What follows belongs to an exercise in optimizing a design on an open flow for small area; a production flow would make more cautious choices. RTL that was checked went through simulation tests only; none was proved equivalent to the original. Function not checked in runs 1 and 8: the RTL went through the layout flow alone. Power and IR drop assume default switching activity.

`config.mk`:
```
export PLATFORM = sky130hd
export DESIGN_NAME = processing_fsm
export DESIGN_NICKNAME = processing_fsm
export VERILOG_FILES = /design/flow/design.v
export SDC_FILE = /design/flow/constraint.sdc
export NUM_CORES = 4
export LEC_CHECK = 0
export CAP_MARGIN = 10
export CORE_MARGIN = 2
export CORE_UTILIZATION = 70
export GPL_TIMING_DRIVEN = 0
export SLEW_MARGIN = 10
```
`constraint.sdc`:
```
create_clock -name core_clock -period 7.0 [get_ports {clock}]
set_input_delay 1.4000 -clock core_clock [delete_from_list [all_inputs] [get_ports {clock}]]
set_output_delay 1.4000 -clock core_clock [all_outputs]
set_load 0.01 [all_outputs]
```
`design.v`:
```
module processing_fsm(clock, reset, start_signal, size, done,
                            buf_0_write_en, buf_1_write_en, error_buf_write_en,
                            buf_0_w_data, buf_1_w_data, error_mem_w_data,
                            buf_0_r_data, buf_1_r_data, error_mem_r_data,
                            buf_0_addr, buf_1_addr, error_mem_addr, buf_sel);
    input clock;
    input reset;
    input start_signal;
    input size;
    output reg done;
    output buf_0_write_en;
    output buf_1_write_en;
    output error_buf_write_en;
    output reg [7:0] buf_0_w_data;
    output reg [7:0] buf_1_w_data;
    output [15:0] error_mem_w_data;
    input  [7:0] buf_0_r_data;
    input  [7:0] buf_1_r_data;
    input  [15:0] error_mem_r_data;
    output reg [15:0] buf_0_addr;
    output reg [15:0] buf_1_addr;
    output [15:0] error_mem_addr;
    output reg buf_sel;
    assign error_buf_write_en = 1'b0;
    assign error_mem_w_data = 16'b0;
    localparam [4:0]
        WAIT   = 5'd0,
        LMID   = 5'd1,
        LBTM1  = 5'd2,    
        LBTM   = 5'd3,    
        CHECK  = 5'd4,
        CHECKN = 5'd5,    
        DONE   = 5'd6,
        NW     = 5'd13,
        N      = 5'd14,
        NE     = 5'd15,
        W      = 5'd16,
        E      = 5'd17,
        SW     = 5'd18,
        S      = 5'd19,
        SE     = 5'd20,
        MW1    = 5'd21,
        MW2    = 5'd22,
        MW3    = 5'd23,
        SUM    = 5'd24,
        WR     = 5'd25;
    reg [4:0] state;
    reg [7:0] ema;
    assign error_mem_addr = {8'b0, ema};
    reg [5:0] pixel_count;
    reg [3:0] packet_count;
    reg       size_r;          
    reg wr;                    
    assign buf_0_write_en = wr & ~buf_sel;
    assign buf_1_write_en = wr & buf_sel;
    reg [15:0] eb0, eb1, eb2;
    reg [1:0]  ptr;
    reg [2:0]  fp;             
    reg [10:0] acc;
    wire s_check  = (state == CHECK) || (state == CHECKN);
    wire s_nw = (state == NW), s_n = (state == N), s_ne = (state == NE);
    wire s_w  = (state == W),  s_e = (state == E), s_sw = (state == SW);
    wire s_s  = (state == S),  s_se = (state == SE);
    wire s_top  = s_nw | s_n | s_ne;
    wire s_addr = s_top | s_w | s_e | s_sw | s_s | s_se;
    wire s_data = state[4] && !state[3];           
    wire [2:0] di = state[2:0];                    
    wire pix0    = (pixel_count == 6'd0);
    wire pix_r   = size_r ? (pixel_count == 6'd31) : (pixel_count == 6'd15);
    wire pkt_r   = size_r ? (packet_count == 4'd7) : (packet_count == 4'd15);
    wire at_top  = (ema == 8'd1);
    wire at_bot  = (ema == 8'd240);
    wire at_left = pix0 && (packet_count == 4'd0);
    wire at_right = pix_r && pkt_r;
    wire off_w   = pix0;
    wire off_e   = !pix0 && pix_r;
    reg [1:0] phys;
    always @(*) begin
        case ({s_check, s_top})
            2'b10, 2'b11: phys = (ptr == 2'd0) ? 2'd1 : (ptr == 2'd1) ? 2'd2 : 2'd0;
            2'b01:        phys = ptr;
            default:      phys = (ptr == 2'd0) ? 2'd2 : (ptr == 2'd1) ? 2'd0 : 2'd1;
        endcase
    end
    wire [15:0] word = (phys == 2'd0) ? eb0 : (phys == 2'd1) ? eb1 : eb2;
    wire dec = (s_nw | s_ne | s_sw) & off_w;
    wire inc = s_se & off_e;
    wire [3:0] pidx = packet_count + {dec, dec, dec, dec | inc};
    wire oob = (dec && packet_count == 4'd0) || (inc && packet_count == 4'd15);
    wire ebit = !oob && word[~pidx];
    wire err_mid = ebit;
    wire f = buf_sel ^ (s_w | s_e | (ebit & !(s_top & at_top)));
    wire dxm = s_nw | s_w | s_sw;
    wire s_wr = (state == WR);
    wire dxp = s_ne | s_e | s_se | s_wr;    
    wire dym = s_top;
    wire dyp = s_sw | s_s | s_se;
    wire [7:0] u   = {2'b0, pixel_count} + {{7{dxm}}, dxm | dxp};    
    wire [10:0] t  = {{3{u[7]}}, u} +
                     (size_r ? {1'b0, packet_count, 5'b0} : {2'b0, packet_count, 4'b0});
    wire [2:0] dya  = dym ? 3'b110 : dyp ? 3'b000 : 3'b111;
    wire [2:0] c3   = (state == CHECKN) ? 3'd1 : t[10:8] + dya;
    wire [7:0] hi   = ema + {{5{c3[2]}}, c3};
    wire [15:0] nbr = {hi, t[7:0]};
    wire [7:0] pix = fp[2] ? buf_1_r_data : buf_0_r_data;
    reg [1:0] wt;
    always @(*) begin
        if (at_top && at_left)       case (di) 4: wt = 3; 6: wt = 3; 7: wt = 2; default: wt = 0; endcase
        else if (at_top && at_right) case (di) 3: wt = 3; 5: wt = 2; 6: wt = 3; default: wt = 0; endcase
        else if (at_top)             case (di) 3: wt = 2; 4: wt = 2; 5: wt = 1; 6: wt = 2; 7: wt = 1; default: wt = 0; endcase
        else if (at_bot && at_left)  case (di) 1: wt = 3; 2: wt = 2; 4: wt = 3; default: wt = 0; endcase
        else if (at_bot && at_right) case (di) 0: wt = 2; 1: wt = 3; 3: wt = 3; default: wt = 0; endcase
        else if (at_left)            case (di) 1: wt = 2; 2: wt = 1; 4: wt = 2; 6: wt = 2; 7: wt = 1; default: wt = 0; endcase
        else if (at_right)           case (di) 0: wt = 1; 1: wt = 2; 3: wt = 2; 5: wt = 1; 6: wt = 2; default: wt = 0; endcase
        else if (at_bot)             case (di) 0: wt = 1; 1: wt = 2; 2: wt = 1; 3: wt = 2; 4: wt = 2; default: wt = 0; endcase
        else                         wt = 1;
        if (!s_data) wt = 0;
    end
    wire [10:0] acc_in = s_w ? 11'd0 : acc;
    always @(posedge clock) begin
        acc <= acc_in + (wt[1] ? {2'b0, pix, 1'b0} : 11'd0) + (wt[0] ? {3'b0, pix} : 11'd0);
        fp  <= {fp[1:0], f};
    end
    wire pix_last  = size ? (pixel_count == 6'd31) : (pixel_count == 6'd15);
    wire pkt_last  = size ? (packet_count == 4'd7) : (packet_count == 4'd15);
    wire line_last = (ema == 8'd240);    
    wire next_pkt  = s_check ? !err_mid : pix_last;
    always @(posedge clock) begin
        if (state == WAIT || state == DONE) begin
            pixel_count <= 0;
            packet_count <= 0;
        end else if (s_check || state == WR) begin
            if (next_pkt) begin
                pixel_count <= 0;
                packet_count <= pkt_last ? 4'd0 : packet_count + 4'd1;
            end else if (state == WR)
                pixel_count <= u[5:0];
        end
        if (s_check) size_r <= size;
    end
    always @(posedge clock) begin
        if (state == WAIT) begin
            ptr <= 2'd0;
            eb1 <= error_mem_r_data;
        end else if (s_check) begin
            case (ptr)
                2'd0: eb2 <= error_mem_r_data;
                2'd1: eb0 <= error_mem_r_data;
                default: eb1 <= error_mem_r_data;
            endcase
        end else if (state == LBTM) begin
            ptr <= {ptr == 2'd1, ptr == 2'd0};
        end
    end
    always @(posedge clock, negedge reset) begin
        if (!reset) begin
            state <= WAIT;
            done <= 1'b0;
            buf_sel <= 1'b0;
            wr <= 1'b0;
            buf_0_w_data <= 8'd0;
            buf_1_w_data <= 8'd0;
            buf_0_addr <= 16'd0;
            buf_1_addr <= 16'd0;
            ema <= 8'd0;
        end else begin
            done <= (state == DONE);
            wr <= (state == WR);
            if (state == DONE) buf_sel <= ~buf_sel;
            if (state == WR) begin
                if (buf_sel) buf_1_w_data <= acc[10:3];
                else         buf_0_w_data <= acc[10:3];
            end
            if (s_addr) begin
                if (f) begin
                    buf_1_addr <= nbr;
                    if (s_e) buf_0_addr <= buf_1_addr;
                end else
                    buf_0_addr <= nbr;
            end
            case (state)
                WAIT:   ema <= {7'b0, start_signal};
                LMID:   ema <= 8'd1;
                CHECKN: ema <= hi;
                default: ;
            endcase
            case (state)
                WAIT:   state <= start_signal ? LMID : WAIT;
                LMID:   state <= LBTM1;
                LBTM1:  state <= CHECK;
                LBTM:   state <= CHECKN;
                DONE:   state <= WAIT;
                CHECK, CHECKN, WR: begin
                    if (s_check && err_mid) state <= NW;
                    else if (!next_pkt || !pkt_last) state <= CHECK;
                    else if (line_last) state <= DONE;
                    else state <= LBTM;
                end
                NW:  state <= N;
                N:   state <= NE;
                NE:  state <= W;
                W:   state <= E;
                E:   state <= SW;
                SW:  state <= S;
                S:   state <= SE;
                SE:  state <= MW1;
                MW1: state <= MW2;
                MW2: state <= MW3;
                MW3: state <= SUM;
                SUM: state <= WR;
                default: state <= WAIT;
            endcase
        end
    end
endmodule
```
`flow/run.sh`:
```
#!/bin/bash
# The standard ORFS layout with these changes:
#  - synthesis: ABC maps for area (flow/area.abc) and Yosys does not extract
#    full/half adder cells; registers are untouched (same script otherwise);
#  - every port is buffered by the smallest buffer;
#  - Yosys/ABC buffers are removed before placement and one tie cell is kept;
#  - the clock tree uses no dummy loads.
set -euo pipefail
W=$PWD
{
  echo 'proc extract_fa {args} {}'
  echo 'proc abc {args} {'
  echo '  set i [lsearch -exact $args -script]'
  echo "  if {\$i >= 0} { lset args [expr {\$i + 1}] $W/flow/area.abc }"
  echo '  yosys abc {*}$args'
  echo '}'
  cat synth_recipe.tcl
} > flow_synth.tcl
sed "s#SYNTH_SCRIPT=[^ ]*#SYNTH_SCRIPT=$W/flow_synth.tcl#" standard.sh > flow_standard.sh
export BUFFER_PORTS_ARGS="-buffer_cell sky130_fd_sc_hd__buf_1"
export REMOVE_ABC_BUFFERS=1
export SKIP_REPAIR_TIE_FANOUT=1
export CTS_ARGS="-sink_clustering_enable -repair_clock_nets -dont_use_dummy_load -buf_list sky130_fd_sc_hd__clkbuf_8 -sink_clustering_size 20"
bash flow_standard.sh > standard.log 2>&1
```
`flow/area.abc`:
```
strash
&get -n
&deepsyn -T 60
&put
dch -f
amap
strash
dch -f
amap
topo
dnsize -c
```
`standard.sh`:
```
#!/bin/bash
# synth_recipe.tcl (not shown) runs the flow's synth.tcl, then flattens the netlist and writes it again
# the make line also repeats each setting of config.mk as NAME=value (left out here)
make -C /OpenROAD-flow-scripts/flow DESIGN_CONFIG=/design/flow/config.mk WORK_HOME=/design/flow/orfs CLKGATE_MAP_FILE= SYNTH_SCRIPT=/design/flow/synth_recipe.tcl "${@:-finish}"
```
==> flow_summary.toml, run 1 <==
[synth]
netlist_area_um2 = 6870
synth_cells = 804
yosys_warnings = 1
postSynthAreaPerCell_um2 = 8.54
ys_seq_elements = 139
synth_top_area_cell = "dfrtp_1"
ys_seq_area_share_pct = 52.3
yosys.area.top_type_share_pct = 23.3
yosys-top-cells-area = "dfrtp_1 23%, edfxtp_1 21%, nor2_1 8.4%"
synth.distinct_cells = 40

[cells_and_area]
areaGrowthSynthToFinish_pct = 10.2
fillers = 702
diodes = 0
final_util_pct = 78.5
nets = 935
drive_gt1_share_pct = 4.46
multi_input_area_um2 = 2810
register_area_um2 = 3590

[clock_tree]
clk_latency_ns = 0.45
cts.sinks = 139
cts_tree = "built"
htree_levels = 4
cts-root-buf = "clkbuf_8"
clk_path_buf_depth = 2
clk_pin_slew_ns = 0.06
cts_buffers = 17

[route]
routed_via_density = 6.02
drc = 0
drtAntennaViolNets = 0
totalWireLength_um = 16700
firstDrtPassIters = 8
vias = 6200
wl_per_cell_um = 16.2
drtIter0Drc = 461

[flow_run]
maxCapViolations = 0

[sta]
finalCriticalPeriod_ns = 6.39
hold_viol_final = 0
fmax_mhz = 157
finalMaxSlewViolations = 0
clock_skew_ns = 0.0322
finalCritPeriodShare_pct = 91.2
tns_ns = 0
tightest_slew_ns = 0.995
finalSetupViolCount = 0
slew-limit-headroom_pct = 33.6

[floorplan]
fp.dieArea_um2 = 10600
io_pins = 121
dieHeight_um = 103
core_area_um2 = 9640
rows = 36
start_util_pct = 71.2
die_w_um = 103

[setup_path]
crit_required_ns = 7.28
crit_buf_inv = 5
worst_path_most_repeated_cell = "nor2_1"
critical_path_class = "register to register"
startpoint_type = "register"
cp.arrival_ns = 6.67
crit_slowest_cell = "nor2_1"
cpLargestDelayFamily = "compound AO/OA/AOI/OAI gates"
critPathMaxFanout = 24
slowest_delay_ns = 0.52
cp-end-kind = "register"

[place]
routabilityCongestion = 0.975
dp_hpwl_um = 12500
portBuffers = 95

[global_routing]
antenna_found_initial = 0
overflow = 0
track_usage_pct = 32.9
grt_max_degree = 36
grt_pass1_wl_um = 27000
grt_pass1_vias = 5873

[hold_path]
hp-class = "register to register"

[power]
powerDensity_nw_per_um2 = 545
power_leakage_nw = 2.80
ir_worst_vdd_v = 0.000287

[status]
status = "no timing/DRC/antenna violations"
state kept, by name, summed over array words and instances (netlist names), 4 cells and up:
name / cells
acc: 11
buf_0_addr: 16
buf_0_w_data: 8
buf_1_addr: 16
buf_1_w_data: 8
eb0: 16
eb1: 16
eb2: 16
ema: 8
packet_count: 4
pixel_count: 6
state: 5
layout make-up:
type | instances | share of cell area [%]
Sequential cell | 139 | 47.5
Inverter | 89 | 4.46
Clock buffer | 17 | 3.09
Timing Repair Buffer | 101 | 5.60
Multi-Input combinational cell | 551 | 37.2
Tap cell | 133 | 2.20
per-stage QoR:
step | cell area (um^2) | hold slack (ns) | instances | total power (W) | setup WS (ns)
global placement | 7200 | 0.312 | 1007 | 0.00344 | -0.760
global route | 7570 | 0.329 | 1030 | 0.00450 | -0.0361
floorplan | 6680 | 0.310 | 779 | 0.00294 | 1.55
CTS | 7500 | 0.328 | 1027 | 0.00405 | 0.00424
finish | 7570 | 0.326 | 1030 | 0.00413 | 0.613
detailed placement | 7260 | 0.316 | 1010 | 0.00358 | -0.111
routing by layer:
metal / share of wire, % / track usage [%] / routed length, um / up-vias
li1: - / - / - / 3012
met1: 40 / 41.9 / 6640 / 2867
met2: 50 / 54.7 / 8290 / 296
met3: 8.8 / 8.27 / 1460 / 25
met4: 1.7 / 11.8 / 291 / 0
met5: 0 / 0 / 0 / -
Yosys cell counts:
library cell  count
o221a_1           1
buf_4            25
a41oi_1           1
nand3_1           7
clkinv_1         89
nand4_1           2
o22ai_1          50
nor2b_1           3
o21a_1            9
o221ai_1          2
a221oi_1          1
a2111oi_0         1
or3_1             3
nor3_1           27
o311a_1           1
dfrtp_1          64
nand2b_1          1
nor2_1          154
o21bai_1          1
a22oi_1          17
o32ai_1           1
a222oi_1          4
or4_1             1
o22a_1            3
o32a_1            1
o21ai_0          80
a31oi_1           4
and2_0            5
conb_1            1
a31o_1            1
edfxtp_1         49
dfxtp_1          26
nor4_1            8
a211oi_1          8
a21oi_1          58
nand2_1          79
a22o_1            1
a311oi_1          2
and3_1            2
or2_0            11
power breakdown:
| part | internal (W) | switching (W) |
|---|---|---|
| Sequential | 0.00115 | 0.000191 |
| Combinational | 0.000756 | 0.00156 |
| Clock | 0.000213 | 0.000253 |
kinds of logic (layout without fill, tap and decap cells):
group,after synthesis,in the layout,share of synthesized area [%]
flops,139,139,52.3
simple gates,303,303,18.5
compound gates,247,247,21.5
buf+inv,114,207,7.60
other cells,1,1,0.0546
cell usage in the layout (no fill, tap or decap), drive strengths merged, types with 4 or more instances in the layout:
cell,n
a211oi,8
a21oi,58
a222oi,4
a22oi,17
a31oi,4
and2,5
buf,100
clkbuf,18
clkinv,87
dfrtp,64
dfxtp,26
edfxtp,49
nand2,79
nand3,7
nor2,154
nor3,27
nor4,8
o21a,9
o21ai,80
o22ai,50
or2,11
worst paths after layout:
path	slack, ns	depth (start not counted)	startpoint	to
setup / recovery	0.61	28	state[4]	buf_0_addr[10]
hold / removal	0.33	0	fp[1]	fp[2]
setup reg to reg	0.61	28	state[4]	buf_0_addr[10]
hold reg to reg	0.33	0	fp[1]	fp[2]
max in group asynchronous	5.38	2	reset	buf_0_addr[6]
min in group asynchronous	0.98	1	reset	buf_0_addr[12]
timing repair:
| action | in CTS | in global routing |
|---|---|---|
| endpoints found under the setup margin | 16 | 25 |
| gates resized for setup | 1 | 17 |
| hold buffers | 0 | 0 |
| cloned | 0 | 0 |
| setup buffers | 0 | 2 |
==> run 2: changes to the inputs <==
--- a/design.v
+++ b/design.v
@@ -104,16 +104,16 @@
     wire [15:0] nbr = {hi, t[7:0]};
+    wire a0_nbr  = s_addr & !f;
+    wire a0_a1   = s_e & f;
+    wire a0_hold = !(a0_nbr | a0_a1);
     wire [7:0] pix = fp[2] ? buf_1_r_data : buf_0_r_data;
-    reg [1:0] wt;
-    always @(*) begin
-        if (at_top && at_left)       case (di) 4: wt = 3; 6: wt = 3; 7: wt = 2; default: wt = 0; endcase
-        else if (at_top && at_right) case (di) 3: wt = 3; 5: wt = 2; 6: wt = 3; default: wt = 0; endcase
-        else if (at_top)             case (di) 3: wt = 2; 4: wt = 2; 5: wt = 1; 6: wt = 2; 7: wt = 1; default: wt = 0; endcase
-        else if (at_bot && at_left)  case (di) 1: wt = 3; 2: wt = 2; 4: wt = 3; default: wt = 0; endcase
-        else if (at_bot && at_right) case (di) 0: wt = 2; 1: wt = 3; 3: wt = 3; default: wt = 0; endcase
-        else if (at_left)            case (di) 1: wt = 2; 2: wt = 1; 4: wt = 2; 6: wt = 2; 7: wt = 1; default: wt = 0; endcase
-        else if (at_right)           case (di) 0: wt = 1; 1: wt = 2; 3: wt = 2; 5: wt = 1; 6: wt = 2; default: wt = 0; endcase
-        else if (at_bot)             case (di) 0: wt = 1; 1: wt = 2; 2: wt = 1; 3: wt = 2; 4: wt = 2; default: wt = 0; endcase
-        else                         wt = 1;
-        if (!s_data) wt = 0;
-    end
+    wire up  = (di <= 3'd2);                     
+    wire dn  = (di >= 3'd5);                     
+    wire lf  = (di == 3'd0) || (di == 3'd3) || (di == 3'd5);
+    wire rt  = (di == 3'd2) || (di == 3'd4) || (di == 3'd7);
+    wire orth = (di == 3'd1) || (di == 3'd3) || (di == 3'd4) || (di == 3'd6);
+    wire ev  = at_top | at_bot;
+    wire eh  = at_left | at_right;
+    wire off = (at_top & up) | (at_bot & dn) | (at_left & lf) | (at_right & rt);
+    wire [1:0] wt = (!s_data || off) ? 2'd0 :
+                    orth ? 2'd1 + ev + eh : 2'd1 + (ev & eh);
     wire [10:0] acc_in = s_w ? 11'd0 : acc;
@@ -173,9 +173,4 @@
             end
-            if (s_addr) begin
-                if (f) begin
-                    buf_1_addr <= nbr;
-                    if (s_e) buf_0_addr <= buf_1_addr;
-                end else
-                    buf_0_addr <= nbr;
-            end
+            buf_0_addr <= ({16{a0_nbr}} & nbr) | ({16{a0_a1}} & buf_1_addr) | ({16{a0_hold}} & buf_0_addr);
+            if (s_addr && f) buf_1_addr <= nbr;
             case (state)
==> flow/area.abc (replaced) <==
strash
&get -n
&deepsyn -T 300
&put
dch -f
amap
strash
dch -f
amap
topo
dnsize -c
==> run 2 against run 1 <==
Compared with the run above: non-clock buffer count fell by 1; cell area fell by 1.5%; synthesized area fell by 1.2%; via count rose by 0.45%; largest power group unchanged; register-to-register slack got worse by 0.08 ns; global-route usage barely moved; wire length fell by 0.12%; critical path depth fell by 4; combinational power fell by 14%; setup slack got worse by 0.085 ns; clock skew rose by 0.00061 ns; critical endpoint is now buf_0_addr[4]; clock power barely moved.
==> flow_summary.toml, run 2 <==
[synth]
netlist_area_um2 = 6780
postSynthAreaPerCell_um2 = 8.71
yosys-top-cells-count = "141 x nor2_1, 95 x clkinv_1, 74 x o21ai_0"
ys_seq_elements = 139
yosysMostFrequentCell = "nor2_1"
synthSimpleGateAreaFrac_pct = 16.7
yosys-top-cells-area = "dfrtp_1 24%, edfxtp_1 22%, nor2_1 7.8%"
yosys.area.top_type_share_pct = 23.6
synth.distinct_cells = 43
synth_flop_cell = "dfrtp_1"
synth_xor_area_share_pct = 0.129
synth-edff-count = 49
synth_cells = 779
synth_compound_area_share_pct = 22.1
synthArstFlopShare_pct = 46.0
yosys-mux-area-fraction_pct = 0
ys_seq_area_share_pct = 53.0
synth_top_area_cell = "dfrtp_1"
yosys.area_share.adder_pct = 0
synth_top_family_by_area = "compound AO/OA/AOI/OAI gates"
yosys_warnings = 1

[power]
power.share.sequential_pct = 35.7
p_int_w = 0.00202
switchingPower_w = 0.00182
clkPwrFrac_pct = 12.2
ir_worst_vdd_v = 0.000321
p_comb_share_pct = 52.1
power_leakage_nw = 2.83
powerDensity_nw_per_um2 = 515
p_sw_share_pct = 47.5
p_total_w = 0.00384

[global_routing]
grt_max_degree = 34
track_usage_pct = 32.9
grt_pass1_wl_um = 26800
antenna_found_initial = 0
grt_pass1_vias = 5724
overflow = 0

[sta]
slew-limit-headroom_pct = 18.2
finalSetupViolCount = 0
clock_skew_ns = 0.0329
grt_setup_unrepaired = "no"
tightest_slew_ns = 1.21
finalMaxSlewViolations = 0
finalCriticalPeriod_ns = 6.47
tns_ns = 0
finalCritPeriodShare_pct = 92.5
fmax_mhz = 155
hold_viol_final = 0

[cells_and_area]
fin_cells = 1000
final_common_cell = "nor2_1"
drive_gt1_share_pct = 3.90
mostFrequentLayoutCells = "139 x nor2_1, 95 x clkinv_1, 94 x buf_1"
final_util_pct = 80.0
diodes = 0
nets = 909
design_area_um2 = 7460
areaGrowthSynthToFinish_pct = 10.0

[place]
portBuffers = 95
placed_cell_area_um2 = 7200
routabilityCongestion = 0.944
dp_hpwl_um = 12300
dp_cells = 983

[floorplan]
rows = 35
start_util_pct = 72.7
die_w_um = 102
io_pins = 121
fp.dieArea_um2 = 10500
core_area_um2 = 9330
dieHeight_um = 102

[setup_path]
crit_buf_inv = 4
startpoint_type = "register"
crit_slowest_cell = "nor2_2"
crit_required_ns = 7.31
worstPathCellList = "clkinv_1, nor2_1, clkinv_1, nor2_1, o21bai_1, o21ai_0, nor2_1, a21oi_1, clkinv_1, nor2_1, clkinv_1, o22ai_1, nor3_1, o21ai_0, a31oi_1, nor3_1, nor3_1, a31oi_1, o21ai_0, a21oi_1, nor2_1, nor2_2, a22oi_1, o21ai_0"
slowest_delay_ns = 0.60
worst_path_most_repeated_cell = "nor2_1"
cp-end-kind = "register"
cpLargestDelayFamily = "compound AO/OA/AOI/OAI gates"
critical_path_class = "register to register"
cp.arrival_ns = 6.79
critPathMaxFanout = 16

[clock_tree]
clk_pin_slew_ns = 0.08
clk_latency_ns = 0.44
cts.sinks = 139
post_cts_buffers = 0
cts_tree = "built"
cts_buffers = 17
clk_path_buf_depth = 2
cts-root-buf = "clkbuf_8"
htree_levels = 4

[route]
wl_per_cell_um = 16.7
drtAntennaViolNets = 0
vias = 6228
totalWireLength_um = 16700
drc = 0
firstDrtPassIters = 5
routed_via_density = 6.23
drtIter0Drc = 543

[flow_run]
maxCapViolations = 0

[hold_path]
hp-class = "register to register"

[status]
status = "no timing/DRC/antenna violations"
==> run 2: changes by cell type after synthesis, moves of 5 or more <==
cell      change
o21ai_0       -6
o22a_1        +5
o221ai_1      +5
clkinv_1      +6
nor2_1       -13
nor4_1        -5
or2_0         -6
nand2_1      -12
o21a_1        -5
o22ai_1      -10
==> run 2: cell families after synthesis <==
| family | count (synthesis) |
|---|---|
| AOI/OAI and AO/OA | 246 |
| buffers and inverters | 120 |
| xor gates and xnor gates | 1 |
| other | 1 |
| DFF | 139 |
| and+or+nand+nor | 272 |
==> run 2: final timing paths <==
kind,start,cells after the start,slack (ns),endpoint
worst max register to register,state[4],24,0.53,buf_0_addr[4]
worst max-delay path,state[4],24,0.53,buf_0_addr[4]
min in group asynchronous,reset,1,1.03,buf_1_addr[12]
max in group asynchronous,reset,2,5.30,state[2]
worst min register to register,fp[1],0,0.31,fp[2]
worst min-delay path,fp[1],0,0.31,fp[2]
==> run 2: power by group through the flow <==
stage	combinational, W	sequential (W)	clock (W)
floorplan	0.00131	0.00140	0
global placement	0.00180	0.00137	0
detailed placement	0.00192	0.00138	0
CTS	0.00194	0.00137	0.000468
global route	0.00224	0.00140	0.000496
finish	0.00200	0.00137	0.000468
==> run 2: layer usage <==
metal	up-vias	part of all wire, %	GRT usage, %
li1	2935	-	-
met1	2892	41	43.7
met2	348	48	53.9
met3	53	8.3	5.68
met4	0	2.7	13.3
met5	-	0	0
==> run 2: per-stage QoR <==
| step | hold slack (ns) | worst slack (ns) |
|---|---|---|
| after floorplan | 0.310 | 1.55 |
| after global placement | 0.313 | 0.117 |
| after detailed placement | 0.315 | 0.199 |
| after CTS | 0.318 | 0.148 |
| after global routing | 0.335 | 0.0311 |
| final | 0.314 | 0.528 |
==> run 2: repair_timing <==
item	4_1_cts	5_1_grt
gates resized for setup	0	9
endpoints found under the setup margin	0	29
hold buffers	0	0
==> run 2: final cells by class <==
| cell class | count | area [um^2] |
|---|---|---|
| Clock buffer | 17 | 234 |
| Fill cell | 657 | 1870 |
| Inverter | 95 | 357 |
| Multi-Input combinational cell | 520 | 2690 |
| Sequential cell | 139 | 3590 |
| Tap cell | 129 | 161 |
| Timing Repair Buffer | 100 | 423 |
==> run 3: changes to the inputs <==
==> flow/area.abc (replaced) <==
strash
&get -n
&deepsyn -T 60
&put
dch -f
amap
strash
dch -f
amap
topo
dnsize -c
==> run 3 against run 2 <==
Compared with the run above: setup slack unchanged; sequential power about the same; synthesized cell count stayed put; combinational power about the same; sequential share of layout area stayed put; first-iteration DRC count is the same; cell area stayed put; maximum frequency is the same; die area did not move; global-route usage unchanged; largest power group unchanged.
==> flow_summary.toml, run 3 <==
[status]
status = "no timing/DRC/antenna violations"

[sta]
fmax_mhz = 155
grt_setup_unrepaired = "no"
clock_skew_ns = 0.0329
finalMaxSlewViolations = 0
finalCriticalPeriod_ns = 6.47
hold_viol_final = 0
slew-limit-headroom_pct = 18.2
finalCritPeriodShare_pct = 92.5
tightest_slew_ns = 1.21
tns_ns = 0
finalSetupViolCount = 0

[floorplan]
rows = 35
start_util_pct = 72.7
die_w_um = 102
dieHeight_um = 102
io_pins = 121
core_area_um2 = 9330
fp.dieArea_um2 = 10500

[setup_path]
crit_required_ns = 7.31
startpoint_type = "register"
slowest_delay_ns = 0.60
cp-end-kind = "register"
rr_endpoint = "buf_0_addr[4]"
critical_path_class = "register to register"
r2r-start = "state[4]"
worst_path_most_repeated_cell = "nor2_1"
worstPathCellList = "clkinv_1, nor2_1, clkinv_1, nor2_1, o21bai_1, o21ai_0, nor2_1, a21oi_1, clkinv_1, nor2_1, clkinv_1, o22ai_1, nor3_1, o21ai_0, a31oi_1, nor3_1, nor3_1, a31oi_1, o21ai_0, a21oi_1, nor2_1, nor2_2, a22oi_1, o21ai_0"
r2r_cells = 24
cp.arrival_ns = 6.79
r2r_setup_slack_ns = 0.53
critPathMaxFanout = 16
crit_slowest_cell = "nor2_2"

[clock_tree]
clk_path_buf_depth = 2
cts-root-buf = "clkbuf_8"
ctsResizeCount = 0
cts_tree = "built"
cts_buffers = 17
cts.sinks = 139
post_cts_buffers = 0
htree_levels = 4
clk_latency_ns = 0.44
hold_buffers = 0
clk_pin_slew_ns = 0.08

[route]
drc = 0
drtAntennaViolNets = 0
wl_per_cell_um = 16.7
drtIter0Drc = 543
totalWireLength_um = 16700
routed_via_density = 6.23
vias = 6228
firstDrtPassIters = 5

[hold_path]
whs_path_depth = 0
hp-class = "register to register"
holdPathEnd = "fp[2]"
hold_start = "fp[1]"

[synth]
ys_seq_elements = 139
synth-edff-count = 49
synth_cells = 779
netlist_area_um2 = 6780
synth.distinct_cells = 43
yosysMostFrequentCell = "nor2_1"
yosys-top-cells-area = "dfrtp_1 24%, edfxtp_1 22%, nor2_1 7.8%"
yosys_warnings = 1
synth_flop_cell = "dfrtp_1"
yosys.area.top_type_share_pct = 23.6
synthArstFlopShare_pct = 46.0
postSynthAreaPerCell_um2 = 8.71
synth_top_area_cell = "dfrtp_1"
yosys-top-cells-count = "141 x nor2_1, 95 x clkinv_1, 74 x o21ai_0"
ys_seq_area_share_pct = 53.0

[cells_and_area]
areaGrowthSynthToFinish_pct = 10.0
fin_cells = 1000
final_util_pct = 80.0
mostFrequentLayoutCells = "139 x nor2_1, 95 x clkinv_1, 94 x buf_1"
design_area_um2 = 7460
diodes = 0
multi_input_area_um2 = 2690
register_area_um2 = 3590
final_common_cell = "nor2_1"
nets = 909
fillers = 657
drive_gt1_share_pct = 3.90

[global_routing]
antenna_found_initial = 0
grt_pass1_vias = 5724
track_usage_pct = 32.9
overflow = 0
grt_pass1_wl_um = 26800
grt_max_degree = 34

[place]
dp_hpwl_um = 12300
placed_cell_area_um2 = 7200
portBuffers = 95
dp_cells = 983
routabilityCongestion = 0.944

[power]
power_leakage_nw = 2.83
powerDensity_nw_per_um2 = 515
ir_worst_vdd_v = 0.000321

[flow_run]
maxCapViolations = 0
-- run 3: worst max path at each step --
| stage | from | to | slack (ns) | cells after the start |
|---|---|---|---|---|
| 2_1_floorplan | state[2] | buf_1_addr[15] | 1.55 | 38 |
| 3_3_place_gp | state[4] | buf_1_addr[5] | 0.12 | 24 |
| 3_5_place_dp | state[2] | ema[7] | 0.20 | 38 |
| 4_1_cts | state[2] | buf_1_addr[15] | 0.15 | 38 |
| 5_1_grt | state[4] | buf_0_addr[9] | 0.03 | 24 |
| 6_report | state[4] | buf_0_addr[4] | 0.53 | 24 |
-- run 3: worst max-delay path: cells and delay by family, from the launching register on --
kind                   cells  cell delay, ns
AOI/OAI and AO/OA         11            2.65
buffers and inverters      4            0.95
and+or+nand+nor            9            2.36
DFF                        1            0.39
-- run 3: cells by family (layout without fill, tap and decap cells) --
kind of cell | count (synthesis) | in the layout | share of synthesized area [%]
AOI/OAI and AO/OA | 246 | 246 | 22.1
xor gates and xnor gates | 1 | 1 | 0.129
other | 1 | 1 | 0.0553
and+or+nand+nor | 272 | 272 | 16.7
DFF | 139 | 139 | 53.0
buffers and inverters | 120 | 212 | 8.03
-- run 3: cell type report --
type,instances,share of cell area (%)
Sequential cell,139,48.2
Multi-Input combinational cell,520,36.1
Timing Repair Buffer,100,5.67
Inverter,95,4.78
Clock buffer,17,3.14
Tap cell,129,2.16
-- run 3: where the power goes --
part | switching [W] | internal (W) | total (W)
Sequential | 0.000195 | 0.00118 | 0.00137
Combinational | 0.00138 | 0.000628 | 0.00200
Clock | 0.000254 | 0.000214 | 0.000468
-- run 3: per-stage QoR --
stage / power (W) / hold WS (ns) / setup slack [ns]
after CTS: 0.00377 / 0.318 / 0.148
final: 0.00384 / 0.314 / 0.528
after global routing: 0.00413 / 0.335 / 0.0311
after global placement: 0.00317 / 0.313 / 0.117
after detailed placement: 0.00331 / 0.315 / 0.199
after floorplan: 0.00271 / 0.310 / 1.55
-- run 3: per-layer routing --
metal / up-vias / routed length (um) / global-route usage, %
li1: 2935 / - / -
met3: 53 / 1390 / 5.68
met1: 2892 / 6770 / 43.7
met5: - / 0 / 0
met4: 0 / 451 / 13.3
met2: 348 / 8060 / 53.9
==> run 4: changes to the inputs <==
--- a/flow/run.sh
+++ b/flow/run.sh
@@ -22,3 +22,3 @@
 export SKIP_REPAIR_TIE_FANOUT=1
-export CTS_ARGS="-sink_clustering_enable -repair_clock_nets -dont_use_dummy_load -buf_list sky130_fd_sc_hd__clkbuf_8 -sink_clustering_size 20"
+export CTS_ARGS="-sink_clustering_enable -repair_clock_nets -dont_use_dummy_load -buf_list sky130_fd_sc_hd__clkbuf_8 -sink_clustering_size 20 -sink_buffer_max_cap_derate 0.5"
 bash flow_standard.sh > standard.log 2>&1
==> run 4 against run 3 <==
Compared with the run above: still clean; worst hold slack did not move; combinational power about the same; cell count stayed put; first-iteration DRC count unchanged; sequential share of layout area stayed put; clock-buffer cell count stayed put.
==> flow_summary.toml, run 4 <==
[sta]
tns_ns = 0
finalCritPeriodShare_pct = 92.5
grt_setup_unrepaired = "no"
clock_skew_ns = 0.0329
finalCriticalPeriod_ns = 6.47
tightest_slew_ns = 1.21
fmax_mhz = 155
hold_viol_final = 0
whs_ns = 0.314
finalMaxSlewViolations = 0
finalSetupViolCount = 0
slew-limit-headroom_pct = 18.2

[clock_tree]
cts-root-buf = "clkbuf_8"
clk_pin_slew_ns = 0.08
ctsResizeCount = 0
htree_levels = 4
clk_latency_ns = 0.44
hold_buffers = 0
cts.sinks = 139
cts_buffers = 17
post_cts_buffers = 0
clk_path_buf_depth = 2
cts_tree = "built"

[global_routing]
grt_max_degree = 34
grt_pass1_wl_um = 26800
antenna_found_initial = 0
overflow = 0
track_usage_pct = 32.9
grt_pass1_vias = 5724

[setup_path]
slowest_delay_ns = 0.60
crit_required_ns = 7.31
critical_path_class = "register to register"
cp-end-kind = "register"
critPathMaxFanout = 16
crit_slowest_cell = "nor2_2"
cp.arrival_ns = 6.79
worst_path_most_repeated_cell = "nor2_1"
startpoint_type = "register"
worstPathCellList = "clkinv_1, nor2_1, clkinv_1, nor2_1, o21bai_1, o21ai_0, nor2_1, a21oi_1, clkinv_1, nor2_1, clkinv_1, o22ai_1, nor3_1, o21ai_0, a31oi_1, nor3_1, nor3_1, a31oi_1, o21ai_0, a21oi_1, nor2_1, nor2_2, a22oi_1, o21ai_0"
r2r_cells = 24

[floorplan]
dieHeight_um = 102
die_w_um = 102
io_pins = 121
start_util_pct = 72.7
rows = 35
core_area_um2 = 9330
fp.dieArea_um2 = 10500

[route]
drtAntennaViolNets = 0
drtIter0Drc = 543
vias = 6228
firstDrtPassIters = 5
drc = 0
routed_via_density = 6.23
wl_per_cell_um = 16.7
totalWireLength_um = 16700

[synth]
synth_top_area_cell = "dfrtp_1"
yosys-top-cells-count = "141 x nor2_1, 95 x clkinv_1, 74 x o21ai_0"
yosysMostFrequentCell = "nor2_1"
yosys_warnings = 1
synthArstFlopShare_pct = 46.0
ys_seq_elements = 139
yosys-top-cells-area = "dfrtp_1 24%, edfxtp_1 22%, nor2_1 7.8%"
synth_flop_cell = "dfrtp_1"
synth_cells = 779
synth-edff-count = 49
netlist_area_um2 = 6780
postSynthAreaPerCell_um2 = 8.71
yosys.area.top_type_share_pct = 23.6
synth.distinct_cells = 43
ys_seq_area_share_pct = 53.0

[hold_path]
hp-class = "register to register"
whs_path_depth = 0

[power]
power_leakage_nw = 2.83
ir_worst_vdd_v = 0.000321
powerDensity_nw_per_um2 = 515

[cells_and_area]
diodes = 0
fin_cells = 1000
nets = 909
areaGrowthSynthToFinish_pct = 10.0
mostFrequentLayoutCells = "139 x nor2_1, 95 x clkinv_1, 94 x buf_1"
final_util_pct = 80.0
drive_gt1_share_pct = 3.90
final_common_cell = "nor2_1"

[flow_run]
maxCapViolations = 0

[place]
routabilityCongestion = 0.944
dp_cells = 983
dp_hpwl_um = 12300
portBuffers = 95

[status]
status = "no timing/DRC/antenna violations"
run 4: worst paths after layout:
path,slack [ns],end,from
worst max-delay path,0.53,buf_0_addr[4],state[4]
worst min-delay path,0.31,fp[2],fp[1]
worst max register to register,0.53,buf_0_addr[4],state[4]
worst min register to register,0.31,fp[2],fp[1]
max in group asynchronous,5.30,state[2],reset
min in group asynchronous,1.03,buf_1_addr[12],reset
run 4: cells by family after synthesis:
logic type	Yosys count	synth area share, %
AO/OA/AOI/OAI	246	22.1
XOR/XNOR	1	0.129
buffers and inverters	120	8.03
flip-flops	139	53.0
AND/OR/NAND/NOR	272	16.7
other	1	0.0553
run 4: layout make-up:
type | instances | area [um^2]
fill | 657 | 1870
multi-input combinational | 520 | 2690
clock buffer | 17 | 234
inverter | 95 | 357
sequential | 139 | 3590
tap | 129 | 161
timing repair buffer | 100 | 423
run 4: per-stage QoR:
step,total power [W],setup slack (ns),cell area (um^2)
2_1_floorplan,0.00271,1.55,6590
3_3_place_gp,0.00317,0.117,7110
3_5_place_dp,0.00331,0.199,7200
4_1_cts,0.00377,0.148,7430
5_1_grt,0.00413,0.0311,7460
6_report,0.00384,0.528,7460
run 4: routing by layer:
layer / track usage [%] / up-vias / share of wire, % / routed length (um)
met1: 43.7 / 2892 / 41 / 6770
met4: 13.3 / 0 / 2.7 / 451
met5: 0 / - / 0 / 0
met2: 53.9 / 348 / 48 / 8060
met3: 5.68 / 53 / 8.3 / 1390
li1: - / 2935 / - / -
run 4: report_power, final:
part	switching [W]	leakage, nW	internal [W]
clock	0.000254	0.122	0.000214
sequential	0.000195	1.51	0.00118
combinational	0.00138	1.20	0.000628
run 4: critical path, delay by kind of cell, from the launching register on:
family	cells	cell delay, ns
AOI/OAI and AO/OA	11	2.65
buffers and inverters	4	0.95
DFF	1	0.39
and+or+nand+nor	9	2.36
==> run 5: changes to the inputs <==
--- a/flow/run.sh
+++ b/flow/run.sh
@@ -22,3 +22,3 @@
 export SKIP_REPAIR_TIE_FANOUT=1
-export CTS_ARGS="-sink_clustering_enable -repair_clock_nets -dont_use_dummy_load -buf_list sky130_fd_sc_hd__clkbuf_8 -sink_clustering_size 20 -sink_buffer_max_cap_derate 0.5"
+export CTS_ARGS="-sink_clustering_enable -repair_clock_nets -dont_use_dummy_load -buf_list sky130_fd_sc_hd__clkbuf_8 -sink_buffer_max_cap_derate 0.5"
 bash flow_standard.sh > standard.log 2>&1
==> run 5 against run 4 <==
Compared with the run above: maximum frequency is the same; die area did not move; register-to-register slack barely moved; setup slack unchanged; global-route usage stayed put; utilization is the same; critical endpoint unchanged; largest power group unchanged.
==> flow_summary.toml, run 5 <==
[clock_tree]
cts_buffers = 17
clk_path_buf_depth = 2
cts-root-buf = "clkbuf_8"
cts_tree = "built"
hold_buffers = 0
cts.sinks = 139
clk_pin_slew_ns = 0.08
clk_latency_ns = 0.44
post_cts_buffers = 0
htree_levels = 4

[cells_and_area]
diodes = 0
fillers = 657
areaGrowthSynthToFinish_pct = 10.0
fin_cells = 1000
final_common_cell = "nor2_1"
mostFrequentLayoutCells = "139 x nor2_1, 95 x clkinv_1, 94 x buf_1"
final_util_pct = 80.0
drive_gt1_share_pct = 3.90
nets = 909
design_area_um2 = 7460

[route]
routed_via_density = 6.23
drtAntennaViolNets = 0
wl_per_cell_um = 16.7
drc = 0
firstDrtPassIters = 5
drtIter0Drc = 543
totalWireLength_um = 16700
vias = 6228

[power]
clkPwrFrac_pct = 12.2
p_int_w = 0.00202
power_leakage_nw = 2.83
powerDensity_nw_per_um2 = 515
p_comb_share_pct = 52.1
p_sw_share_pct = 47.5
ir_worst_vdd_v = 0.000321
switchingPower_w = 0.00182
power.share.sequential_pct = 35.7

[synth]
yosys-top-cells-area = "dfrtp_1 24%, edfxtp_1 22%, nor2_1 7.8%"
yosys_warnings = 1
netlist_area_um2 = 6780
synth_cells = 779
ys_seq_area_share_pct = 53.0
postSynthAreaPerCell_um2 = 8.71
synth.distinct_cells = 43
yosysMostFrequentCell = "nor2_1"
yosys-top-cells-count = "141 x nor2_1, 95 x clkinv_1, 74 x o21ai_0"
ys_seq_elements = 139
synthArstFlopShare_pct = 46.0
synth_top_area_cell = "dfrtp_1"
yosys.area.top_type_share_pct = 23.6
synth_flop_cell = "dfrtp_1"
synth-edff-count = 49

[place]
dp_hpwl_um = 12300
dp_cells = 983
placed_cell_area_um2 = 7200
routabilityCongestion = 0.944
portBuffers = 95

[floorplan]
rows = 35
fp.dieArea_um2 = 10500
io_pins = 121
dieHeight_um = 102
start_util_pct = 72.7
die_w_um = 102
core_area_um2 = 9330

[global_routing]
track_usage_pct = 32.9
overflow = 0
antenna_found_initial = 0
grt_pass1_vias = 5724
grt_pass1_wl_um = 26800
grt_max_degree = 34

[hold_path]
hp-class = "register to register"
holdPathEnd = "fp[2]"
whs_path_depth = 0
hold_start = "fp[1]"

[sta]
slew-limit-headroom_pct = 18.2
grt_setup_unrepaired = "no"
tns_ns = 0
fmax_mhz = 155
finalSetupViolCount = 0
hold_viol_final = 0
tightest_slew_ns = 1.21
finalCriticalPeriod_ns = 6.47
clock_skew_ns = 0.0329
finalMaxSlewViolations = 0
finalCritPeriodShare_pct = 92.5

[setup_path]
worstPathCellList = "clkinv_1, nor2_1, clkinv_1, nor2_1, o21bai_1, o21ai_0, nor2_1, a21oi_1, clkinv_1, nor2_1, clkinv_1, o22ai_1, nor3_1, o21ai_0, a31oi_1, nor3_1, nor3_1, a31oi_1, o21ai_0, a21oi_1, nor2_1, nor2_2, a22oi_1, o21ai_0"
rr_endpoint = "buf_0_addr[4]"
worst_path_most_repeated_cell = "nor2_1"
crit_buf_inv = 4
cp-end-kind = "register"
cpLargestDelayFamily = "compound AO/OA/AOI/OAI gates"
crit_required_ns = 7.31
startpoint_type = "register"
critical_path_class = "register to register"
crit_slowest_cell = "nor2_2"
r2r_setup_slack_ns = 0.53
critPathMaxFanout = 16
cp.arrival_ns = 6.79
r2r-start = "state[4]"
r2r_cells = 24
slowest_delay_ns = 0.60

[status]
status = "no timing/DRC/antenna violations"

[flow_run]
maxCapViolations = 0
## run 5: cell counts after synthesis
No cell type changed its count.
## run 5: worst register-to-register path, cell delays in order, from the launching register on
cell and delay (ns):
dfrtp_1 0.39, clkinv_1 0.09, nor2_1 0.32, clkinv_1 0.23, nor2_1 0.21, o21bai_1 0.16, o21ai_0 0.25, nor2_1 0.06
a21oi_1 0.41, clkinv_1 0.41, nor2_1 0.57, clkinv_1 0.22, o22ai_1 0.22, nor3_1 0.07, o21ai_0 0.15, a31oi_1 0.13
nor3_1 0.25, nor3_1 0.07, a31oi_1 0.44, o21ai_0 0.22, a21oi_1 0.39, nor2_1 0.21, nor2_2 0.60, a22oi_1 0.18
o21ai_0 0.11
## run 5: repair_timing
| item | CTS | global route |
|---|---|---|
| gates resized for setup | 0 | 9 |
| setup endpoints to repair | 0 | 29 |
| endpoints found under the hold margin | 0 | 0 |
## run 5: metrics by stage
step	setup slack, ns	hold slack (ns)	power (W)
3_3_place_gp	0.117	0.313	0.00317
6_report	0.528	0.314	0.00384
3_5_place_dp	0.199	0.315	0.00331
5_1_grt	0.0311	0.335	0.00413
4_1_cts	0.148	0.318	0.00377
2_1_floorplan	1.55	0.310	0.00271
## run 5: cells by family (layout without fill, tap and decap cells)
logic type	count (synthesis)	in the layout	share of synthesized area, %
AOI/OAI and AO/OA	246	246	22.1
xor gates and xnor gates	1	1	0.129
buffers and inverters	120	212	8.03
DFF	139	139	53.0
other	1	1	0.0553
and+or+nand+nor	272	272	16.7
## run 5: layout make-up
cell class	instances	area, um^2	area share [%]
sequential	139	3590	48.2
multi-input combinational	520	2690	36.1
timing repair buffer	100	423	5.67
inverter	95	357	4.78
clock buffer	17	234	3.14
tap	129	161	2.16
## run 5: power groups by stage
stage	combinational (W)	clock [W]	sequential (W)
2_1_floorplan	0.00131	0	0.00140
3_3_place_gp	0.00180	0	0.00137
3_5_place_dp	0.00192	0	0.00138
4_1_cts	0.00194	0.000468	0.00137
5_1_grt	0.00224	0.000496	0.00140
6_report	0.00200	0.000468	0.00137
## run 5: worst max path at each step
stage,start,end,slack [ns],depth (start not counted)
after floorplan,state[2],buf_1_addr[15],1.55,38
after global placement,state[4],buf_1_addr[5],0.12,24
after detailed placement,state[2],ema[7],0.20,38
after CTS,state[2],buf_1_addr[15],0.15,38
after global routing,state[4],buf_0_addr[9],0.03,24
final,state[4],buf_0_addr[4],0.53,24
## run 5: layer usage
| layer | GRT usage [%] | up-vias | wire length (um) |
|---|---|---|---|
| li1 | - | 2935 | - |
| met1 | 43.7 | 2892 | 6770 |
| met2 | 53.9 | 348 | 8060 |
| met3 | 5.68 | 53 | 1390 |
| met4 | 13.3 | 0 | 451 |
| met5 | 0 | - | 0 |
==> run 6: changes to the inputs <==
--- a/flow/run.sh
+++ b/flow/run.sh
@@ -22,3 +22,3 @@
 export SKIP_REPAIR_TIE_FANOUT=1
-export CTS_ARGS="-sink_clustering_enable -repair_clock_nets -dont_use_dummy_load -buf_list sky130_fd_sc_hd__clkbuf_8 -sink_buffer_max_cap_derate 0.5"
+export CTS_ARGS="-sink_clustering_enable -repair_clock_nets -dont_use_dummy_load -buf_list sky130_fd_sc_hd__buf_6 -sink_clustering_size 20"
 bash flow_standard.sh > standard.log 2>&1
==> run 6 against run 5 <==
Compared with the run above: utilization down 0.46 points; global-route usage hardly changed; synthesized cell count stayed put; sequential share of layout area rose by 0.28 points; sequential power hardly changed; setup slack got worse by 0.058 ns; critical path depth is the same; critical endpoint unchanged; largest power group unchanged.
==> flow_summary.toml, run 6 <==
[status]
status = "no timing/DRC/antenna violations"

[place]
routabilityCongestion = 0.944
portBuffers = 95
pre_cts_slack_ns = 0.199
dp_hpwl_um = 12300
dp_cells = 983

[setup_path]
cp-end-kind = "register"
cp.depth = 24
slowest_delay_ns = 0.60
worstPathCellList = "clkinv_1, nor2_1, clkinv_1, nor2_1, o21bai_1, o21ai_0, nor2_1, a21oi_1, clkinv_1, nor2_1, clkinv_1, o22ai_1, nor3_1, o21ai_0, a31oi_1, nor3_1, nor3_1, a31oi_1, o21ai_0, a21oi_1, nor2_1, nor2_2, a22oi_1, o21ai_0"
critPathMaxFanout = 16
cpLargestDelayFamily = "compound AO/OA/AOI/OAI gates"
crit_required_ns = 7.29
critical_path_class = "register to register"
worst_path_most_repeated_cell = "nor2_1"
r2r_cells = 24
cp.arrival_ns = 6.82
crit_buf_inv = 4
startpoint_type = "register"
crit_slowest_cell = "nor2_2"

[hold_path]
hp-class = "register to register"
whs_path_depth = 0

[synth]
postSynthAreaPerCell_um2 = 8.71
yosys-top-cells-count = "141 x nor2_1, 95 x clkinv_1, 74 x o21ai_0"
synth-edff-count = 49
synth_top_area_cell = "dfrtp_1"
synth_flop_cell = "dfrtp_1"
yosys.area.top_type_share_pct = 23.6
ys_seq_elements = 139
synth_compound_area_share_pct = 22.1
yosysMostFrequentCell = "nor2_1"
synth.distinct_cells = 43
netlist_area_um2 = 6780
synth_cells = 779
yosys-top-cells-area = "dfrtp_1 24%, edfxtp_1 22%, nor2_1 7.8%"
synthSimpleGateAreaFrac_pct = 16.7
yosys_warnings = 1
synth_xor_area_share_pct = 0.129
synthArstFlopShare_pct = 46.0
synth_top_family_by_area = "compound AO/OA/AOI/OAI gates"
ys_seq_area_share_pct = 53.0
yosys.area_share.adder_pct = 0
yosys-mux-area-fraction_pct = 0

[clock_tree]
cts_tree = "built"
cts-root-buf = "buf_6"
htree_levels = 4
clk_latency_ns = 0.41
hold_buffers = 0
cts_buffers = 17
clk_path_buf_depth = 2
clk_pin_slew_ns = 0.08
cts.sinks = 139

[cells_and_area]
nets = 909
final_common_cell = "nor2_1"
final_util_pct = 79.5
mostFrequentLayoutCells = "139 x nor2_1, 95 x clkinv_1, 94 x buf_1"
drive_gt1_share_pct = 3.90
areaGrowthSynthToFinish_pct = 9.37
fin_cells = 1000
diodes = 0

[floorplan]
rows = 35
dieHeight_um = 102
fp.dieArea_um2 = 10500
core_area_um2 = 9330
io_pins = 121
die_w_um = 102
start_util_pct = 72.7

[route]
wl_per_cell_um = 16.7
firstDrtPassIters = 6
vias = 6253
drtAntennaViolNets = 0
drc = 0
totalWireLength_um = 16700
routed_via_density = 6.25
drtIter0Drc = 557

[global_routing]
antenna_found_initial = 0
grt.busiest_layer = "met2"
grt_pass1_vias = 5741
globalRouteMet3Util_pct = 6.36
track_usage_pct = 32.8
grt_pass1_wl_um = 26900
overflow = 0
grt_max_degree = 34
use_met1_pct = 43.7
use_met2_pct = 53.7

[power]
power_leakage_nw = 2.81
ir_worst_vdd_v = 0.000324
powerDensity_nw_per_um2 = 515

[sta]
finalMaxSlewViolations = 0
finalCritPeriodShare_pct = 93.3
finalCriticalPeriod_ns = 6.53
worst_slack_ns = 0.469
fmax_mhz = 153
clock_skew_ns = 0.0347
tns_ns = 0
tightest_slew_ns = 1.22
finalSetupViolCount = 0
slew-limit-headroom_pct = 18.0
hold_viol_final = 0
grt_setup_unrepaired = "no"

[flow_run]
maxCapViolations = 0
==> run 6: cell counts after synthesis <==
No cell type changed its count.
==> run 6: stage by stage <==
step	hold WS, ns	power, W	instance area [um^2]
6_report	0.317	0.00382	7420
3_3_place_gp	0.313	0.00317	7110
2_1_floorplan	0.310	0.00271	6590
4_1_cts	0.318	0.00375	7390
5_1_grt	0.336	0.00411	7420
3_5_place_dp	0.315	0.00331	7200
==> run 6: worst register-to-register path: stages (launching register included) <==
cell and delay [ns]:
dfrtp_1 0.40, clkinv_1 0.10, nor2_1 0.34, clkinv_1 0.23
nor2_1 0.21, o21bai_1 0.16, o21ai_0 0.25, nor2_1 0.06
a21oi_1 0.42, clkinv_1 0.42, nor2_1 0.59, clkinv_1 0.23
o22ai_1 0.22, nor3_1 0.07, o21ai_0 0.15, a31oi_1 0.13
nor3_1 0.25, nor3_1 0.07, a31oi_1 0.42, o21ai_0 0.21
a21oi_1 0.39, nor2_1 0.21, nor2_2 0.60, a22oi_1 0.18
o21ai_0 0.11
==> run 6: kinds of logic (layout without fill, tap and decap cells) <==
logic type	Yosys count	in the layout
AOI/OAI and AO/OA	246	246
xor gates and xnor gates	1	1
buffers and inverters	120	212
DFF	139	139
other	1	1
and+or+nand+nor	272	272
==> run 6: power by group <==
part / switching (W) / internal (W) / total, W
clock network: 0.000260 / 0.000184 / 0.000444
logic: 0.00137 / 0.000628 / 0.00200
registers: 0.000195 / 0.00118 / 0.00137
==> run 6: worst paths after layout <==
check	from	slack, ns	to
min in group asynchronous	reset	1.06	buf_1_addr[12]
worst max register to register	state[4]	0.47	buf_0_addr[4]
max in group asynchronous	reset	5.28	state[2]
worst max-delay path	state[4]	0.47	buf_0_addr[4]
worst min-delay path	fp[1]	0.32	fp[2]
worst min register to register	fp[1]	0.32	fp[2]
==> run 6: cell type report <==
type / count / area (um^2)
clock buffer: 17 / 191
fill: 669 / 1910
inverter: 95 / 357
multi-input combinational: 520 / 2690
sequential: 139 / 3590
tap: 129 / 161
timing repair buffer: 100 / 423
==> run 6: what timing repair did <==
item                       4_1_cts  5_1_grt
setup buffers                    0        0
gates resized for setup          0        9
setup endpoints to repair        0       29
==> run 6: metal layers <==
layer	up-vias	share of wire [%]	wire [um]
met1	2881	41	6780
li1	2932	-	-
met3	65	8.4	1400
met2	375	48	8040
met5	-	0	0
met4	0	2.8	459
==> run 7: changes to the inputs <==
--- a/flow/run.sh
+++ b/flow/run.sh
@@ -6,3 +6,3 @@
 #  - Yosys/ABC buffers are removed before placement and one tie cell is kept;
-#  - the clock tree uses no dummy loads.
+#  - the clock tree uses no dummy loads and is built from buf_6 cells.
 set -euo pipefail
==> run 7 against run 6 <==
Compared with the run above: die area did not move; still clean on timing, DRC and antenna; critical endpoint unchanged; sequential power barely moved; critical path depth did not move.
==> flow_summary.toml, run 7 <==
[status]
status = "no timing/DRC/antenna violations"

[synth]
synth_cells = 779
yosysMostFrequentCell = "nor2_1"
synth.distinct_cells = 43
yosys-top-cells-count = "141 x nor2_1, 95 x clkinv_1, 74 x o21ai_0"
ys_seq_area_share_pct = 53.0
netlist_area_um2 = 6780
synth_top_area_cell = "dfrtp_1"
yosys_warnings = 1
yosys.area.top_type_share_pct = 23.6
synth-edff-count = 49
synth_flop_cell = "dfrtp_1"
yosys-top-cells-area = "dfrtp_1 24%, edfxtp_1 22%, nor2_1 7.8%"
postSynthAreaPerCell_um2 = 8.71
ys_seq_elements = 139
synthArstFlopShare_pct = 46.0

[route]
totalWireLength_um = 16700
drtIter0Drc = 557
drtAntennaViolNets = 0
routed_via_density = 6.25
wl_per_cell_um = 16.7
firstDrtPassIters = 6
drc = 0
vias = 6253

[floorplan]
fp.dieArea_um2 = 10500
core_area_um2 = 9330
die_w_um = 102
rows = 35
io_pins = 121
start_util_pct = 72.7
dieHeight_um = 102

[cells_and_area]
final_common_cell = "nor2_1"
final_util_pct = 79.5
areaGrowthSynthToFinish_pct = 9.37
drive_gt1_share_pct = 3.90
nets = 909
mostFrequentLayoutCells = "139 x nor2_1, 95 x clkinv_1, 94 x buf_1"
diodes = 0

[power]
p_total_w = 0.00382
ir_worst_vdd_v = 0.000324
power_leakage_nw = 2.81
powerDensity_nw_per_um2 = 515

[global_routing]
grt_pass1_wl_um = 26900
grt_max_degree = 34
overflow = 0
grt_pass1_vias = 5741
track_usage_pct = 32.8
antenna_found_initial = 0

[sta]
tns_ns = 0
finalCritPeriodShare_pct = 93.3
finalSetupViolCount = 0
hold_viol_final = 0
grt_setup_unrepaired = "no"
fmax_mhz = 153
finalMaxSlewViolations = 0
finalCriticalPeriod_ns = 6.53
clock_skew_ns = 0.0347
slew-limit-headroom_pct = 18.0
tightest_slew_ns = 1.22

[clock_tree]
cts_tree = "built"
clk_pin_slew_ns = 0.08
hold_buffers = 0
cts-root-buf = "buf_6"
cts_buffers = 17
clk_latency_ns = 0.41
clk_path_buf_depth = 2
htree_levels = 4
cts.sinks = 139

[flow_run]
maxCapViolations = 0

[place]
dp_hpwl_um = 12300
portBuffers = 95
routabilityCongestion = 0.944

[setup_path]
worstSetupStartpoint = "state[4]"
critPathMaxFanout = 16
cp-end-kind = "register"
crit_required_ns = 7.29
critical_path_class = "register to register"
startpoint_type = "register"
r2r-start = "state[4]"
cp.arrival_ns = 6.82

[hold_path]
hp-class = "register to register"
hold_start = "fp[1]"
-- run 7: cells by family (layout without fill, tap and decap cells) --
kind of cell / Yosys count / count (layout) / synth area share (%)
flops: 139 / 139 / 53.0
buf+inv: 120 / 212 / 8.03
compound gates: 246 / 246 / 22.1
other cells: 1 / 1 / 0.0553
xor+xnor: 1 / 1 / 0.129
simple gates: 272 / 272 / 16.7
-- run 7: worst paths after layout --
path                             endpoint  slack (ns)  cells after the start
max                         buf_0_addr[4]        0.47                     24
min                                 fp[2]        0.32                      0
max reg2reg                 buf_0_addr[4]        0.47                     24
min reg2reg                         fp[2]        0.32                      0
max in group asynchronous        state[2]        5.28                      2
min in group asynchronous  buf_1_addr[12]        1.06                      1
-- run 7: layout make-up --
cell class                      count  area [um^2]
Timing Repair Buffer              100          423
Multi-Input combinational cell    520         2690
Sequential cell                   139         3590
Inverter                           95          357
Tap cell                          129          161
Fill cell                         669         1910
Clock buffer                       17          191
-- run 7: repair_timing --
action,in CTS,in global routing
endpoints found under the setup margin,0,29
setup buffers,0,0
hold endpoints to repair,0,0
resized for setup,0,9
-- run 7: report_power, final --
group	internal, W	leakage (nW)	switching [W]
Clock	0.000184	0.103	0.000260
Sequential	0.00118	1.51	0.000195
Combinational	0.000628	1.20	0.00137
Total	0.00199	2.81	0.00183
-- run 7: metal layers --
| layer | global-route usage (%) | up-vias | wire length (um) |
|---|---|---|---|
| li1 | - | 2932 | - |
| met1 | 43.7 | 2881 | 6780 |
| met2 | 53.7 | 375 | 8040 |
| met3 | 6.36 | 65 | 1400 |
| met4 | 12.9 | 0 | 459 |
| met5 | 0 | - | 0 |
-- run 7: worst max-delay path, cell delays in order (launching register included) --
cell	delay, ns
dfrtp_1	0.40
clkinv_1	0.10
nor2_1	0.34
clkinv_1	0.23
nor2_1	0.21
o21bai_1	0.16
o21ai_0	0.25
nor2_1	0.06
a21oi_1	0.42
clkinv_1	0.42
nor2_1	0.59
clkinv_1	0.22
o22ai_1	0.22
nor3_1	0.07
o21ai_0	0.15
a31oi_1	0.13
nor3_1	0.25
nor3_1	0.07
a31oi_1	0.42
o21ai_0	0.21
a21oi_1	0.39
nor2_1	0.21
nor2_2	0.60
a22oi_1	0.18
o21ai_0	0.11
-- run 7: through the flow --
stage / hold slack (ns) / setup WS, ns / instance area, um^2 / std cells
2_1_floorplan: 0.310 / 1.55 / 6590 / 754
3_3_place_gp: 0.313 / 0.117 / 7110 / 978
3_5_place_dp: 0.315 / 0.199 / 7200 / 983
4_1_cts: 0.318 / 0.163 / 7390 / 1000
5_1_grt: 0.336 / 0.0624 / 7420 / 1000
6_report: 0.317 / 0.469 / 7420 / 1000
==> run 8: changes to the inputs <==
--- a/design.v
+++ b/design.v
@@ -9,3 +9,3 @@
     input size;
-    output reg done;
+    output done;
     output buf_0_write_en;
@@ -72,2 +72,3 @@
     wire at_bot  = (ema == 8'd240);
+    assign done = (state == WAIT) && at_bot;
     wire at_left = pix0 && (packet_count == 4'd0);
@@ -157,3 +158,2 @@
             state <= WAIT;
-            done <= 1'b0;
             buf_sel <= 1'b0;
@@ -166,3 +166,2 @@
         end else begin
-            done <= (state == DONE);
             wr <= (state == WR);
==> run 8 against run 7 <==
Compared with the run above: global-route usage down 0.25 points; synthesized cell count rose by 1.3%; power up 7.7%; sequential share of layout area decreased by 0.43 points; worst hold slack worse by 0.0024 ns; clock-buffer cell count stayed put; wire length fell by 0.83%; highest routed layer unchanged.
==> flow_summary.toml, run 8 <==
[synth]
synthArstFlopShare_pct = 45.7
synth_flop_cell = "dfrtp_1"
yosys.area.top_type_share_pct = 23.2
ys_seq_area_share_pct = 52.6
yosys-top-cells-area = "dfrtp_1 23%, edfxtp_1 22%, nor2_1 8.8%"
synth-edff-count = 49
yosysMostFrequentCell = "nor2_1"
synth_cells = 789
postSynthAreaPerCell_um2 = 8.60
synth.distinct_cells = 42
netlist_area_um2 = 6790
yosys_warnings = 1
yosys-top-cells-count = "160 x nor2_1, 98 x clkinv_1, 82 x o21ai_0"
ys_seq_elements = 138
synth_top_area_cell = "dfrtp_1"

[cells_and_area]
final_common_cell = "nor2_1"
multi_input_area_um2 = 2720
diodes = 0
areaGrowthSynthToFinish_pct = 9.49
drive_gt1_share_pct = 4.54
mostFrequentLayoutCells = "156 x nor2_1, 96 x clkinv_1, 94 x buf_1"
register_area_um2 = 3570
fillers = 626
nets = 920

[setup_path]
slowest_delay_ns = 0.67
crit_path_end = "acc[10]"
r2r_setup_slack_ns = 0.62
worst_path_most_repeated_cell = "nor2_1"
critPathMaxFanout = 6
rr_endpoint = "acc[10]"
worstSetupStartpoint = "pixel_count[0]"
startpoint_type = "register"
crit_required_ns = 7.32
crit_slowest_cell = "nor4_1"
critical_path_class = "register to register"
cp.arrival_ns = 6.70
cp-end-kind = "register"
r2r_cells = 35
r2r-start = "pixel_count[0]"

[clock_tree]
clk_path_buf_depth = 2
clk_latency_ns = 0.41
cts-root-buf = "buf_6"
htree_levels = 4
hold_buffers = 0
clk_pin_slew_ns = 0.08
cts_buffers = 17
cts.sinks = 138
cts_tree = "built"

[global_routing]
track_usage_pct = 32.6
antenna_found_initial = 0
overflow = 0
grt_max_degree = 36
grt_pass1_vias = 5827
grt_pass1_wl_um = 26700

[power]
ir_worst_vdd_v = 0.000280
powerDensity_nw_per_um2 = 553
power_leakage_nw = 2.80

[sta]
finalCriticalPeriod_ns = 6.38
finalMaxSlewViolations = 0
tns_ns = 0
finalSetupViolCount = 0
hold_viol_final = 0
tightest_slew_ns = 1.06
slew-limit-headroom_pct = 29.2
worst_slack_ns = 0.616
fmax_mhz = 157
clock_skew_ns = 0.0350
finalCritPeriodShare_pct = 91.2

[place]
routabilityCongestion = 0.963
portBuffers = 95
pre_cts_slack_ns = -0.248
dp_hpwl_um = 12100

[route]
vias = 6160
wl_per_cell_um = 16.4
drtAntennaViolNets = 0
routed_via_density = 6.09
firstDrtPassIters = 7
totalWireLength_um = 16500
drc = 0
drtIter0Drc = 391

[floorplan]
rows = 35
die_w_um = 102
io_pins = 121
start_util_pct = 72.8
fp.dieArea_um2 = 10500
dieHeight_um = 102
core_area_um2 = 9330

[flow_run]
maxCapViolations = 0

[hold_path]
hp-class = "register to register"

[status]
status = "no timing/DRC/antenna violations"
run 8: changes by cell type after synthesis, moves of 5 or more:
cell	previous run	this run
a21oi_1	58	63
o21ai_0	74	82
nor2b_1	4	9
nor2_1	141	160
o22a_1	8	2
nand2_1	67	56
nor3_1	29	20
o221ai_1	7	1
o22ai_1	40	45
run 8: worst min path at each step:
stage / cells past startpoint / slack [ns] / to / start
floorplan: 0 / 0.31 / fp[1] / fp[0]
global placement: 0 / 0.32 / fp[2] / fp[1]
detailed placement: 0 / 0.32 / fp[2] / fp[1]
CTS: 0 / 0.31 / fp[2] / fp[1]
global route: 0 / 0.33 / fp[2] / fp[1]
finish: 0 / 0.31 / fp[2] / fp[1]
run 8: routing by layer:
layer | part of all wire, % | GRT usage (%) | vias to the layer above
met2 | 49 | 54.2 | 307
met1 | 40 | 42.0 | 2862
met4 | 2.1 | 13.9 | 0
met5 | 0 | 0 | -
li1 | - | - | 2955
met3 | 8.5 | 6.09 | 36
run 8: logic make-up (layout without fill, tap and decap cells):
group	Yosys count	in the layout	synth area share, %
AND/OR/NAND/NOR	274	274	16.8
buffers and inverters	123	216	8.18
flip-flops	138	138	52.6
other	1	1	0.0552
AO/OA/AOI/OAI	253	253	22.4
run 8: power breakdown:
| group | switching (W) | total (W) | leakage (nW) | internal [W] |
|---|---|---|---|---|
| logic | 0.00157 | 0.00233 | 1.22 | 0.000760 |
| clock network | 0.000260 | 0.000445 | 0.103 | 0.000184 |
| registers | 0.000188 | 0.00134 | 1.47 | 0.00115 |
run 8: worst max-delay path: cells and delay by family (launching register included):
kind	cells	cell delay, ns
buf+inv	1	0.07
compound gates	13	2.39
simple gates	21	3.48
flops	1	0.36
run 8: final cells by class:
cell class	count	area share (%)
clock buffer	17	2.58
inverter	98	4.95
multi-input combinational	528	36.6
sequential	138	48.0
tap	129	2.17
timing repair buffer	101	5.69
run 8: stage by stage:
stage | instance area (um^2) | power [W] | instances | util, % | hold slack (ns)
6_report | 7430 | 0.00411 | 1011 | 79.7 | 0.315
5_1_grt | 7430 | 0.00447 | 1011 | 79.7 | 0.325
4_1_cts | 7400 | 0.00403 | 1011 | 79.3 | 0.310
3_5_place_dp | 7190 | 0.00356 | 993 | 77.1 | 0.315
3_3_place_gp | 7120 | 0.00340 | 988 | 76.3 | 0.316
2_1_floorplan | 6600 | 0.00292 | 764 | - | 0.310
run 8: timing repair:
action / 4_1_cts / 5_1_grt
gates resized for setup: 2 / 15
setup buffers: 1 / 0
pin swaps: 1 / 0
endpoints found under the setup margin: 6 / 25

==> afterwards: timing with drivers on the ports <==
No port has a modelled driver above. Below, the same layouts with a new extraction and two added sets of constraints. Step 1: set_driving_cell puts a clkbuf_16 on clock and a buf_2 on each other input, an assumption about the parent block. Step 2 times the ports against the registers' clock, not the clock port: input delays grow and output delays shrink by t, the midpoint of the rising clock arrivals with the driver on. Slacks: ideal / step 1 / step 2; pairs: ideal / step 1.
run | t (ns) | slack for setup (ns) | worst data-port slew with drivers (ns) | cell pins on the clock port's net
run 1 | 0.465 | 0.613 / 0.613 / 0.613 | 0.04 | 1
run 2 | 0.456 | 0.528 / 0.528 / 0.528 | 0.04 | 1
run 3 | 0.456 | 0.528 / 0.528 / 0.528 | 0.04 | 1
run 4 | 0.456 | 0.528 / 0.528 / 0.528 | 0.04 | 1
run 5 | 0.456 | 0.528 / 0.528 / 0.528 | 0.04 | 1
run 6 | 0.431 | 0.469 / 0.469 / 0.469 | 0.04 | 1
run 7 | 0.431 | 0.469 / 0.469 / 0.469 | 0.04 | 1
run 8 | 0.426 | 0.616 / 0.616 / 0.616 | 0.04 | 1
After both steps setup and hold are still met in every run listed.
